This is an optimization exercise on Yosys and OpenROAD, whose aim is small area, a short achievable clock period and few clock cycles, not a production implementation.
Function was not checked in any run shown here: the RTL went through the layout flow alone.

==> flow/design.v, too long to show whole: its modules and the start of the top module <==
// module MandelbrotGen: 1301 lines
// module mfa: 4 lines
// module mha: 4 lines
module MandelbrotGen(
		input Clk_100M,           
		input  [4:0]BTNS,         
		input  SW0,               
		input  SW15,              
		output reg [18:0] addrA,  
		output reg [11:0] dinA,   
		output reg wea            
    );
  // ...
==> flow/run.sh <==
#!/bin/bash
# synth_recipe.tcl (not shown) runs the flow's synth.tcl, then flattens the netlist and writes it again
# the make line also repeats each setting of config.mk as NAME=value (left out here)
make -C /OpenROAD-flow-scripts/flow DESIGN_CONFIG=/design/flow/config.mk WORK_HOME=/design/flow/orfs CLKGATE_MAP_FILE= SYNTH_SCRIPT=/design/flow/synth_recipe.tcl finish
==> flow/config.mk <==
export PLATFORM = sky130hd
export DESIGN_NAME = MandelbrotGen
export DESIGN_NICKNAME = MandelbrotGen
export VERILOG_FILES = /design/flow/design.v
export SDC_FILE = /design/flow/constraint.sdc
export NUM_CORES = 8
export LEC_CHECK = 0
export ABC_CLOCK_PERIOD_IN_PS = 3000
export CAP_MARGIN = 70
export CORE_MARGIN = 2
export CORE_UTILIZATION = 40
export SETUP_SLACK_MARGIN = 5
export SLEW_MARGIN = 70
export SYNTH_HIERARCHICAL = 1
export SYNTH_MINIMUM_KEEP_SIZE = 0
==> flow/constraint.sdc <==
create_clock -name core_clock -period 11.0 [get_ports {Clk_100M}]
set_input_delay 2.2000 -clock core_clock [delete_from_list [all_inputs] [get_ports {Clk_100M}]]
set_output_delay 2.2000 -clock core_clock [all_outputs]
set_load 0.01 [all_outputs]
==> impl_metrics.json, run 1 <==
{
  "run_status": "timing/DRC/antenna clean",
  "cts_buffer_depth": 3,
  "core_area_sq_mm": 0.0881,
  "drtIter0Drc": 2002,
  "gr-total-overflow": 0,
  "routed_wirelength_um": 93100,
  "vias": 25200,
  "die_height_um": 301,
  "sink_count": 471,
  "worst-path-stages": 28,
  "final_common_cell": "sky130_fd_sc_hd__fa_1",
  "crit_end": "btwo1[5]",
  "layout.buffer.nonclock.area_share_pct": 3.32,
  "share_of_the_synthesized_area_in_the_top_cell_type_pct": 24.7,
  "clkLatencyLatePin_ps": 660,
  "synth.most_common_cell": "sky130_fd_sc_hd__fa_1",
  "setup_viol_count_final": 0,
  "detailroute.wirelength.met2_um": 43200,
  "synth_common_cells": "sky130_fd_sc_hd__fa_1, sky130_fd_sc_hd__dfxtp_1, sky130_fd_sc_hd__and2_1",
  "n_sequential_cell": 471,
  "postSynthAreaPerCell_sq_um": 10.3,
  "flow.area_growth_from_synthesis_pct": 12.0,
  "initial_antenna_violation_count": 1,
  "signal_buffers": 121,
  "grt_max_degree": 65,
  "critPathRequiredTime_ps": 11500,
  "worstHoldPathCells": 0,
  "seq-cell-share_pct": 26.5,
  "global_route_met3_utilization_pct": 3.12,
  "busiest_layer_in_global_routing": "met2",
  "fin_util_pct": 45.0,
  "nWellTaps": 1165
}
==> run 2, diff against run 1 <==
--- a/flow/design.v
+++ b/flow/design.v
@@ -2,43 +2,50 @@
 		input Clk_100M,           
 		input  [4:0]BTNS,         
 		input  SW0,               
 		input  SW15,              
 		output reg [18:0] addrA,  
 		output reg [11:0] dinA,   
 		output reg wea            
     );
-reg [4:0] btn_q;
-reg sw0_q, rst_q;
+reg rst_q;        
+reg restart;      
+reg pan_im;       
+reg pan_re;       
+reg pan_sub;      
+reg zoom;         
+reg sw0_q;        
+wire raw_restart = SW15 | (|BTNS);
 always @(posedge Clk_100M) begin
-	btn_q <= BTNS;
-	sw0_q <= SW0;
-	rst_q <= SW15;
+	rst_q   <= SW15;
+	restart <= raw_restart;
+	pan_im  <= ~SW15 & (BTNS[0] | BTNS[1]);
+	pan_re  <= ~SW15 & ~BTNS[0] & ~BTNS[1] & (BTNS[3] | BTNS[4]);
+	pan_sub <= BTNS[0] | (~BTNS[1] & BTNS[3]);
+	zoom    <= BTNS[2];
+	sw0_q   <= SW0;
 end
-wire restart     = rst_q | (|btn_q);
-wire raw_restart = SW15 | (|BTNS);
 reg [17:0] shift, re0, im0;    
 reg [17:0] crn, cin;           
 reg [9:0] xn;                  
 reg [8:0] yn;                  
 reg ipar;                      
+reg row_end;                   
 reg hpar;                      
 reg [17:0] zr1, zi1, cr1, ci1;
 reg [7:0] n1;
 reg v1, d1, t1;
 reg [8:0] bone1, btwo1;          
 reg [17:0] xh0_q;
 reg [17:0] xh1_q;
-reg [13:0] xl0_q;
-reg [13:0] xl1_q;
+reg [0:0] xc_q;
 reg [17:0] yh0_q;
 reg [17:0] yh1_q;
-reg [13:0] yl0_q;
-reg [13:0] yl1_q;
+reg [0:0] yc_q;
 reg [17:0] zh0_q;
 reg [17:0] zh1_q;
 reg [12:0] zl0_q;
 reg [12:0] zl1_q;
 reg [17:0] cr2, ci2;
 reg [7:0] n2;
 reg v2, d2, t2;
 wire p0, p1;
@@ -274,16 +281,17 @@
 wire p230, p231;
 mfa u_p230 (~(zr1[12] & zr1[17]), (zr1[13] & zr1[16]), (zr1[15] & ~zr1[14]), p230, p231);
 wire p232, p233;
 mfa u_p232 (p225, p230, p227, p232, p233);
 wire p234, p235;
 mfa u_p234 (~(zr1[13] & zr1[17]), (zr1[14] & zr1[16]), (zr1[14] & zr1[15]), p234, p235);
 wire p236, p237;
 mha u_p236 (p231, p234, p236, p237);
+wire [14:0] x_lo = {1'b0, {p46, p31, p30, p17, p11, p7, p4, p1, (zr1[1] & zr1[2]), (zr1[0] & zr1[3]), (zr1[0] & zr1[2]), (zr1[1] & ~zr1[0]), 1'b0, zr1[0]}} + {1'b0, {p48, p38, p23, p22, p16, p10, p6, p2, p0, (zr1[2] & ~zr1[1]), (zr1[0] & zr1[1]), 1'b0, 1'b0, 1'b0}};
 wire p238, p239;
 mha u_p238 ((zi1[0] & zi1[4]), (zi1[1] & zi1[3]), p238, p239);
 wire p240, p241;
 mfa u_p240 ((zi1[0] & zi1[5]), (zi1[1] & zi1[4]), (zi1[3] & ~zi1[2]), p240, p241);
 wire p242, p243;
 mfa u_p242 ((zi1[0] & zi1[6]), (zi1[1] & zi1[5]), (zi1[2] & zi1[4]), p242, p243);
 wire p244, p245;
 mha u_p244 ((zi1[2] & zi1[3]), p241, p244, p245);
@@ -512,16 +520,17 @@
 wire p468, p469;
 mfa u_p468 (~(zi1[12] & zi1[17]), (zi1[13] & zi1[16]), (zi1[15] & ~zi1[14]), p468, p469);
 wire p470, p471;
 mfa u_p470 (p463, p468, p465, p470, p471);
 wire p472, p473;
 mfa u_p472 (~(zi1[13] & zi1[17]), (zi1[14] & zi1[16]), (zi1[14] & zi1[15]), p472, p473);
 wire p474, p475;
 mha u_p474 (p469, p472, p474, p475);
+wire [14:0] y_lo = {1'b0, {p284, p269, p268, p255, p249, p245, p242, p239, (zi1[1] & zi1[2]), (zi1[0] & zi1[3]), (zi1[0] & zi1[2]), (zi1[1] & ~zi1[0]), 1'b0, zi1[0]}} + {1'b0, {p286, p276, p261, p260, p254, p248, p244, p240, p238, (zi1[2] & ~zi1[1]), (zi1[0] & zi1[1]), 1'b0, 1'b0, 1'b0}};
 wire p476 = zi1[1] ^ (bone1[0] & zr1[0]);
 wire p477 = zi1[1] ^ ((bone1[0] & zr1[1]) | (btwo1[0] & zr1[0]));
 wire p478 = zi1[1] ^ ((bone1[0] & zr1[2]) | (btwo1[0] & zr1[1]));
 wire p479 = zi1[1] ^ ((bone1[0] & zr1[3]) | (btwo1[0] & zr1[2]));
 wire p480 = zi1[1] ^ ((bone1[0] & zr1[4]) | (btwo1[0] & zr1[3]));
 wire p481 = zi1[1] ^ ((bone1[0] & zr1[5]) | (btwo1[0] & zr1[4]));
 wire p482 = zi1[1] ^ ((bone1[0] & zr1[6]) | (btwo1[0] & zr1[5]));
 wire p483 = zi1[1] ^ ((bone1[0] & zr1[7]) | (btwo1[0] & zr1[6]));
@@ -959,28 +968,24 @@
 wire p915, p916;
 mha u_p915 (p908, p913, p915, p916);
 wire p917, p918;
 mfa u_p917 (p608, p625, p640, p917, p918);
 wire p919, p920;
 mfa u_p919 (p912, p917, p914, p919, p920);
 wire [17:0] xh0_w = {p236, p229, p228, p217, p216, p201, p200, p181, p180, p157, p156, p129, p113, p97, p94, p71, p59, p49};
 wire [17:0] xh1_w = {p233, p232, p223, p222, p209, p208, p191, p190, p169, p168, p143, p142, p128, p112, p96, p82, p70, p58};
-wire [13:0] xl0_w = {p46, p31, p30, p17, p11, p7, p4, p1, (zr1[1] & zr1[2]), (zr1[0] & zr1[3]), (zr1[0] & zr1[2]), (zr1[1] & ~zr1[0]), 1'b0, zr1[0]};
-wire [13:0] xl1_w = {p48, p38, p23, p22, p16, p10, p6, p2, p0, (zr1[2] & ~zr1[1]), (zr1[0] & zr1[1]), 1'b0, 1'b0, 1'b0};
+wire [0:0] xc_w = {x_lo[14]};
 wire [17:0] yh0_w = {p474, p467, p466, p455, p454, p439, p438, p419, p418, p395, p394, p367, p351, p335, p332, p309, p297, p287};
 wire [17:0] yh1_w = {p471, p470, p461, p460, p447, p446, p429, p428, p407, p406, p381, p380, p366, p350, p334, p320, p308, p296};
-wire [13:0] yl0_w = {p284, p269, p268, p255, p249, p245, p242, p239, (zi1[1] & zi1[2]), (zi1[0] & zi1[3]), (zi1[0] & zi1[2]), (zi1[1] & ~zi1[0]), 1'b0, zi1[0]};
-wire [13:0] yl1_w = {p286, p276, p261, p260, p254, p248, p244, p240, p238, (zi1[2] & ~zi1[1]), (zi1[0] & zi1[1]), 1'b0, 1'b0, 1'b0};
+wire [0:0] yc_w = {y_lo[14]};
 wire [17:0] zh0_w = {p916, p915, p904, p903, p888, p887, p868, p867, p844, p843, p816, p815, p784, p768, p752, p738, p724, p721};
 wire [17:0] zh1_w = {p919, p910, p909, p896, p895, p878, p877, p856, p855, p830, p829, p800, p799, p783, p767, p751, p737, p723};
 wire [12:0] zl0_w = {p700, p690, p687, p677, p664, p661, p655, p649, p645, p642, p495, p477, zi1[1]};
 wire [12:0] zl1_w = {p711, p699, p689, p679, p671, p663, p657, p651, p647, p643, p641, 1'b0, p476};
-wire [14:0] x_lo = {1'b0, xl0_q} + {1'b0, xl1_q};
-wire [14:0] y_lo = {1'b0, yl0_q} + {1'b0, yl1_q};
 wire [13:0] z_lo = {1'b0, zl0_q} + {1'b0, zl1_q};
 wire q0, q1;
 mfa u_q0 (xh0_q[0], xh1_q[0], yh0_q[0], q0, q1);
 wire q2, q3;
 mfa u_q2 (xh0_q[1], xh1_q[1], yh0_q[1], q2, q3);
 wire q4, q5;
 mfa u_q4 (xh0_q[2], xh1_q[2], yh0_q[2], q4, q5);
 wire q6, q7;
@@ -1117,17 +1122,17 @@
 mfa u_q136 (q100, q99, ~yh1_q[14], q136, q137);
 wire q138, q139;
 mfa u_q138 (q102, q101, ~yh1_q[15], q138, q139);
 wire q140, q141;
 mfa u_q140 (q104, q103, ~yh1_q[16], q140, q141);
 wire q142, q143;
 mfa u_q142 (q106, q105, ~yh1_q[17], q142, q143);
 wire q144, q145;
-mfa u_q144 (q108, x_lo[14], cr2[0], q144, q145);
+mfa u_q144 (q108, xc_q[0], cr2[0], q144, q145);
 wire q146, q147;
 mfa u_q146 (q110, q109, cr2[1], q146, q147);
 wire q148, q149;
 mfa u_q148 (q112, q111, cr2[2], q148, q149);
 wire q150, q151;
 mfa u_q150 (q114, q113, cr2[3], q150, q151);
 wire q152, q153;
 mfa u_q152 (q116, q115, cr2[4], q152, q153);
@@ -1188,39 +1193,36 @@
 wire q208, q209;
 mfa u_q208 (zh0_q[14], zh1_q[14], ci2[14], q208, q209);
 wire q210, q211;
 mfa u_q210 (zh0_q[15], zh1_q[15], ci2[15], q210, q211);
 wire q212, q213;
 mfa u_q212 (zh0_q[16], zh1_q[16], ci2[16], q212, q213);
 wire q214, q215;
 mfa u_q214 (zh0_q[17], zh1_q[17], ci2[17], q214, q215);
-wire [18:0] s_sum_t = {{q70, q68, q66, q64, q62, q60, q58, q56, q54, q52, q50, q48, q46, q44, q42, q40, q38, q36}, y_lo[14]} + {{q69, q67, q65, q63, q61, q59, q57, q55, q53, q51, q49, q47, q45, q43, q41, q39, q37, x_lo[14]}, y_lo[14]};
+wire [18:0] s_sum_t = {{q70, q68, q66, q64, q62, q60, q58, q56, q54, q52, q50, q48, q46, q44, q42, q40, q38, q36}, yc_q[0]} + {{q69, q67, q65, q63, q61, q59, q57, q55, q53, q51, q49, q47, q45, q43, q41, q39, q37, xc_q[0]}, yc_q[0]};
 wire [17:0] s_sum = s_sum_t[18:1];
-wire [18:0] nzr_t = {{q178, q176, q174, q172, q170, q168, q166, q164, q162, q160, q158, q156, q154, q152, q150, q148, q146, q144}, 1'b0} + {{q177, q175, q173, q171, q169, q167, q165, q163, q161, q159, q157, q155, q153, q151, q149, q147, q145, ~y_lo[14]}, 1'b0};
+wire [18:0] nzr_t = {{q178, q176, q174, q172, q170, q168, q166, q164, q162, q160, q158, q156, q154, q152, q150, q148, q146, q144}, 1'b0} + {{q177, q175, q173, q171, q169, q167, q165, q163, q161, q159, q157, q155, q153, q151, q149, q147, q145, ~yc_q[0]}, 1'b0};
 wire [17:0] nzr = nzr_t[18:1];
 wire [18:0] nzi_t = {{q214, q212, q210, q208, q206, q204, q202, q200, q198, q196, q194, q192, q190, q188, q186, q184, q182, q180}, 1'b0} + {{q213, q211, q209, q207, q205, q203, q201, q199, q197, q195, q193, q191, q189, q187, q185, q183, q181, z_lo[13]}, 1'b0};
 wire [17:0] nzi = nzi_t[18:1];
 wire esc_s  = ~s_sum[17] & s_sum[16] & (|s_sum[15:0]);
-wire fin    = v2 & (d2 | esc_s | (n2 == 8'd150));
-wire retire = fin & (t2 == hpar) & ~restart;
+wire stop   = d2 | esc_s | (n2 == 8'd150);
+wire retire = v2 & d2 & (t2 == hpar) & ~restart;
 wire take   = (~v2 | retire) & ~restart;
-wire pan_im  = ~rst_q & (btn_q[0] | btn_q[1]);
-wire pan_re  = ~rst_q & ~btn_q[0] & ~btn_q[1] & (btn_q[3] | btn_q[4]);
-wire row_end = (xn == 10'd639);
 wire [17:0] add_a = restart ? (pan_im ? im0 : re0) : (row_end ? cin : crn);
 wire [17:0] add_b = restart ? {shift[12:0], 5'b0} : shift;
-wire add_sub = restart ? (btn_q[0] | (~btn_q[1] & btn_q[3])) : row_end;
+wire add_sub = restart ? pan_sub : row_end;
 wire [17:0] add_r = add_a + (add_b ^ {18{add_sub}}) + {17'b0, add_sub};
 wire [17:0] pre0 = pan_re ? add_r : re0;
 wire [17:0] pim0 = pan_im ? add_r : im0;
 reg [17:0] nshift, nre0, nim0;
 always @* begin
 	nshift = shift; nre0 = pre0; nim0 = pim0;
-	if (btn_q[2]) begin
+	if (zoom) begin
 		if (!sw0_q) begin
 			nshift = {shift[16:0], 1'b0};
 			nre0   = {pre0[16:0], 1'b0};
 			nim0   = {pim0[16:0], 1'b0};
 		end else begin
 			nshift = {1'b0, shift[17:1]};
 			nre0   = {pre0[17], pre0[17:1]};
 			nim0   = {pim0[17], pim0[17:1]};
@@ -1239,45 +1241,45 @@
 genvar gk;
 generate for (gk = 0; gk < 9; gk = gk + 1) begin : g_benc
 	assign bone_nx[gk] = zi_nx_e[2*gk+1] ^ zi_nx_e[2*gk];
 	assign btwo_nx[gk] = (zi_nx_e[2*gk+2] & ~zi_nx_e[2*gk+1] & ~zi_nx_e[2*gk]) | (~zi_nx_e[2*gk+2] & zi_nx_e[2*gk+1] & zi_nx_e[2*gk]);
 end endgenerate
 always @(posedge Clk_100M) begin
 	xh0_q <= xh0_w;
 	xh1_q <= xh1_w;
-	xl0_q <= xl0_w;
-	xl1_q <= xl1_w;
+	xc_q <= xc_w;
 	yh0_q <= yh0_w;
 	yh1_q <= yh1_w;
-	yl0_q <= yl0_w;
-	yl1_q <= yl1_w;
+	yc_q <= yc_w;
 	zh0_q <= zh0_w;
 	zh1_q <= zh1_w;
 	zl0_q <= zl0_w;
 	zl1_q <= zl1_w;
 	cr2 <= cr1; ci2 <= ci1; n2 <= n1; d2 <= d1; t2 <= t1;
 	v2 <= v1 & ~restart;
 	zr1 <= zr_nx;
 	zi1 <= zi_nx;
 	bone1 <= bone_nx; btwo1 <= btwo_nx;
 	if (take) begin
 		cr1 <= crn; ci1 <= cin;
 		n1 <= 8'd1; d1 <= 1'b0; t1 <= ipar;
 	end else begin
 		cr1 <= cr2; ci1 <= ci2;
-		n1 <= fin ? n2 : n2 + 8'd1;
-		d1 <= fin; t1 <= t2;
+		n1 <= stop ? n2 : n2 + 8'd1;
+		d1 <= stop; t1 <= t2;
 	end
 	v1 <= ~restart & (v2 | take);
 	if (restart) begin
 		shift <= nshift; re0 <= nre0; im0 <= nim0;
 		crn <= nre0; cin <= nim0; xn <= 10'd0; yn <= 9'd0; ipar <= 1'b0;
+		row_end <= 1'b0;
 	end else if (take) begin
 		ipar <= ~ipar;
+		row_end <= (xn == 10'd638);
 		if (row_end) begin
 			xn  <= 10'd0;
 			crn <= re0;
 			if (yn == 9'd479) begin
 				yn  <= 9'd0;
 				cin <= im0;
 			end else begin
 				yn  <= yn + 9'd1;
==> flow/config.mk (replaced) <==
export PLATFORM = sky130hd
export DESIGN_NAME = MandelbrotGen
export DESIGN_NICKNAME = MandelbrotGen
export VERILOG_FILES = /design/flow/design.v
export SDC_FILE = /design/flow/constraint.sdc
export NUM_CORES = 8
export LEC_CHECK = 0
export CAP_MARGIN = 70
export CORE_MARGIN = 2
export CORE_UTILIZATION = 40
export SETUP_SLACK_MARGIN = 5
export SLEW_MARGIN = 70
export SYNTH_HIERARCHICAL = 1
export SYNTH_MINIMUM_KEEP_SIZE = 0
==> run 2 against run 1 <==
- critical path depth decreased by 7
- critical endpoint is now btwo1[8]
- wire length decreased by 6.2%
- sequential share of layout area decreased by 0.78 points
- still clean on timing, DRC and antenna
- synthesized cell count decreased by 6.1%
==> impl_metrics.json, run 2 <==
{
  "synth.yosys.warnings": 7,
  "core_area_sq_mm": 0.0837,
  "setup_viol_count_final": 0,
  "synth.most_common_cell": "sky130_fd_sc_hd__fa_1",
  "worstHoldPathCells": 0,
  "worstPathArrival_ps": 5280,
  "share_of_the_synthesized_area_in_the_top_cell_type_pct": 25.8,
  "timing.critical_path.max_delay_family": "compound AO/OA/AOI/OAI gates",
  "place.gp.congestion": 0.845,
  "all_layer_gr_usage_pct": 20.4,
  "sink_count": 430,
  "worst_slack_ps": 6250,
  "postSynthAreaPerCell_sq_um": 10.5,
  "syn_area_sq_mm": 0.0339,
  "critPathRequiredTime_ps": 11530,
  "detail_route.first_pass.iterations": 5,
  "highest_layer": "met4",
  "synth_common_cells": "sky130_fd_sc_hd__fa_1, sky130_fd_sc_hd__dfxtp_1, sky130_fd_sc_hd__and2_1",
  "layout.cells.most_common_list": "sky130_fd_sc_hd__fa_1, sky130_fd_sc_hd__dfxtp_1, sky130_fd_sc_hd__and2_1",
  "antenna_violating_nets_post_route": 0,
  "die_height_um": 295,
  "pre_cts_slack_ps": 6040,
  "placed_cells_incl_taps": 4245,
  "unrepaired_setup_endpoints_after_global_routing": "no",
  "gr-total-overflow": 0,
  "max_freq_mhz": 210,
  "routed_wirelength_um": 87300,
  "critical_path_buf_inv_count": 0,
  "fin_tns_setup_ps": 0,
  "met1_length_um": 38800,
  "period_utilization_pct": 43.2,
  "setup.worst_path.class": "flop to flop",
  "num_io_pins": 40,
  "min-delay-start": "cr1[14]",
  "largest_register_ffs": 19,
  "cp_cell_sequence": "ha_1 -> a41o_1 -> a21o_1 -> a21o_1 -> a21oi_1 -> o21ai_0 -> a211oi_1 -> o21bai_1 -> a21o_1 -> a21o_1 -> ha_1 -> fa_1 -> a21o_1 -> a221oi_2 -> a31oi_2 -> a41oi_1 -> a21oi_1 -> a21oi_1 -> xnor2_1 -> a21boi_1 -> mux2i_1",
  "post-route-drc-count": 0,
  "clkTransAtPathRegs_ps": 70,
  "nets": 3766,
  "fin_util_pct": 44.9,
  "cts_hold_buffers": 0,
  "cts_made_buffers": 49,
  "antenna_cells": 0,
  "final.fill_count": 7893,
  "synth_seq_cells": 430,
  "crit_fanout": 3,
  "detail_route.wl_per_cell_um": 20.1,
  "clock_skew_ps": 52.5,
  "io_buffers": 36,
  "worstHoldEndpoint": "cr2[14]",
  "postCtsResizedCells": 0,
  "fin_crit_ps": 4750,
  "r2r_start": "zl0_q[2]",
  "clkLatencyLatePin_ps": 630,
  "slowest_delay_ps": 420,
  "worstSetupEndpointType": "flop",
  "rr_endpoint": "btwo1[8]",
  "max-cap-violations": 0,
  "detailroute.wirelength.met2_um": 42000,
  "critical_path.slowest_cell": "sky130_fd_sc_hd__fa_1",
  "dieWidth_um": 295,
  "final_common_cell": "sky130_fd_sc_hd__fa_1",
  "route.detailed.vias_per_inst": 5.41,
  "post_synth_edffs": 99,
  "vias": 23500,
  "dp.final_hpwl_um": 61200,
  "fp-row-count": 106,
  "synth.area.top_cells": "sky130_fd_sc_hd__fa_1, sky130_fd_sc_hd__dfxtp_1, sky130_fd_sc_hd__edfxtp_1, sky130_fd_sc_hd__ha_1, sky130_fd_sc_hd__and2_1",
  "routed-wl-met3_um": 4030,
  "initial_antenna_violation_count": 0,
  "setup.reg_to_reg.worst_slack_ps": 6250,
  "timing.reg2reg.worst_path_depth": 21,
  "yosysSeqAreaShare_pct": 28.3,
  "post-cts-setup-buffers": 0,
  "worst_hold_path_type": "flop to flop",
  "floorplan.initialDensity_pct": 40.5,
  "stdcell_count": 4339,
  "yosys.area.top_type": "sky130_fd_sc_hd__fa_1",
  "largest_register": "addrA",
  "first_global_vias": 24500,
  "final-hold-violation-count": 0,
  "final-max-slew-violation-count": 0,
  "flow.area_growth_from_synthesis_pct": 11.0,
  "fraction_of_registers_with_async_set_reset_pct": 0,
  "die_area_sq_mm": 0.0870,
  "cts_root_buffer": "sky130_fd_sc_hd__clkbuf_16",
  "drtIter0Drc": 1716,
  "tritoncts": "yes",
  "run_status": "timing/DRC/antenna clean",
  "syn_inst": 3225,
  "cts_buffer_depth": 3,
  "drive_gt1_share_pct": 8.55,
  "crit_path_start_kind": "flop",
  "grt_max_degree": 63,
  "most_numerous_cell_on_the_critical_path": "sky130_fd_sc_hd__a21o_1",
  "synth_cell_types": 85,
  "number_of_h_tree_levels": 2,
  "wire_length_of_the_first_global_routing_pass_um": 140000,
  "primary_flip_flop_cell_chosen_by_synthesis_mapping": "sky130_fd_sc_hd__dfxtp_1"
}
[run 2: worst reg2reg max path: stages (launching register included)]
cell                       delay, ps
sky130_fd_sc_hd__dfxtp_1         300
sky130_fd_sc_hd__ha_1            280
sky130_fd_sc_hd__a41o_1          180
sky130_fd_sc_hd__a21o_1          170
sky130_fd_sc_hd__a21o_1          170
sky130_fd_sc_hd__a21oi_1         120
sky130_fd_sc_hd__o21ai_0         110
sky130_fd_sc_hd__a211oi_1        250
sky130_fd_sc_hd__o21bai_1        110
sky130_fd_sc_hd__a21o_1          180
sky130_fd_sc_hd__a21o_1          170
sky130_fd_sc_hd__ha_1            230
sky130_fd_sc_hd__fa_1            420
sky130_fd_sc_hd__a21o_1          200
sky130_fd_sc_hd__a221oi_2        320
sky130_fd_sc_hd__a31oi_2         210
sky130_fd_sc_hd__a41oi_1         380
sky130_fd_sc_hd__a21oi_1         130
sky130_fd_sc_hd__a21oi_1         190
sky130_fd_sc_hd__xnor2_1          80
sky130_fd_sc_hd__a21boi_1        300
sky130_fd_sc_hd__mux2i_1         210
[run 2: worst max path at each step]
| stage | depth (start not counted) | start | slack [ps] | endpoint |
|---|---|---|---|---|
| after floorplan | 15 | restart | 5790 | crn[12] |
| after global placement | 21 | zl0_q[2] | 5990 | btwo1[8] |
| after detailed placement | 21 | zl0_q[2] | 6040 | btwo1[7] |
| after CTS | 21 | zl0_q[2] | 6030 | btwo1[7] |
| after global routing | 21 | zl0_q[2] | 5760 | btwo1[8] |
| final | 21 | zl0_q[2] | 6250 | btwo1[8] |
[run 2: cell families after synthesis]
group                    after synthesis  share of synthesized area [%]
multiplexers                         128                           4.18
AND/OR/NAND/NOR                      917                           13.9
AO/OA/AOI/OAI                        577                           11.5
flip-flops                           430                           28.3
XOR/XNOR                             272                           7.03
buffers and inverters                305                           3.43
adder cells (fa/ha/maj)              594                           31.6
other                                  2                         0.0222
[run 2: layer usage]
metal  vias to the layer above  track usage [%]
met5                         -                0
met4                         0             6.18
met3                       118             2.51
met2                       610             34.1
met1                     11900             27.8
li1                      10800                -
[run 2: Yosys stat by module, one instance, submodules excluded]
| module | cells | area [sq um] | flip-flops and latches |
|---|---|---|---|
| mha | 1 | 12.5 | 0 |
| MandelbrotGen | 2739 | 24500 | 430 |
| mfa | 1 | 20.0 | 0 |
[run 2: layout make-up]
cell class | instances | area (sq um) | share of cell area (%)
Clock buffer | 70 | 1450 | 3.85
Clock inverter | 22 | 241 | 0.642
Inverter | 79 | 298 | 0.792
Multi-Input combinational cell | 2501 | 23400 | 62.3
Sequential cell | 430 | 9670 | 25.7
Tap cell | 1134 | 1420 | 3.77
Timing Repair Buffer | 103 | 1100 | 2.92
[run 2: per-stage QoR]
stage / instance area [sq um] / hold slack (ps)
floorplan: 33900 / 310
global placement: 35300 / 310
detailed placement: 35700 / 312
CTS: 37400 / 320
global route: 37600 / 330
finish: 37600 / 319

[separate check: timing with driven ports]
How much do the figures lean on ideal ports? The routed layouts below were timed once more, with nothing changed but the port constraints. Step 1: set_driving_cell puts a clkbuf_16 on Clk_100M and a buf_2 on each other input, an assumption about the parent block. Step 2 adds t to the input delays and takes it off the output delays; t is the mean of the earliest and latest rising clock arrival at the registers after step 1. Input paths then give back, and output paths get back, about the clock's delay inside the block. Slacks: no drivers / after step 1 / after step 2; pairs: no drivers / after step 1.
run | shift t [ns] | setup WS [ns] | worst slew at a driven data input, ns
run 1 | 0.698 | 5.343 / 5.343 / 5.343 | 0.03
run 2 | 0.670 | 6.249 / 6.249 / 6.249 | 0.03
After both steps setup and hold are still met in every run listed.
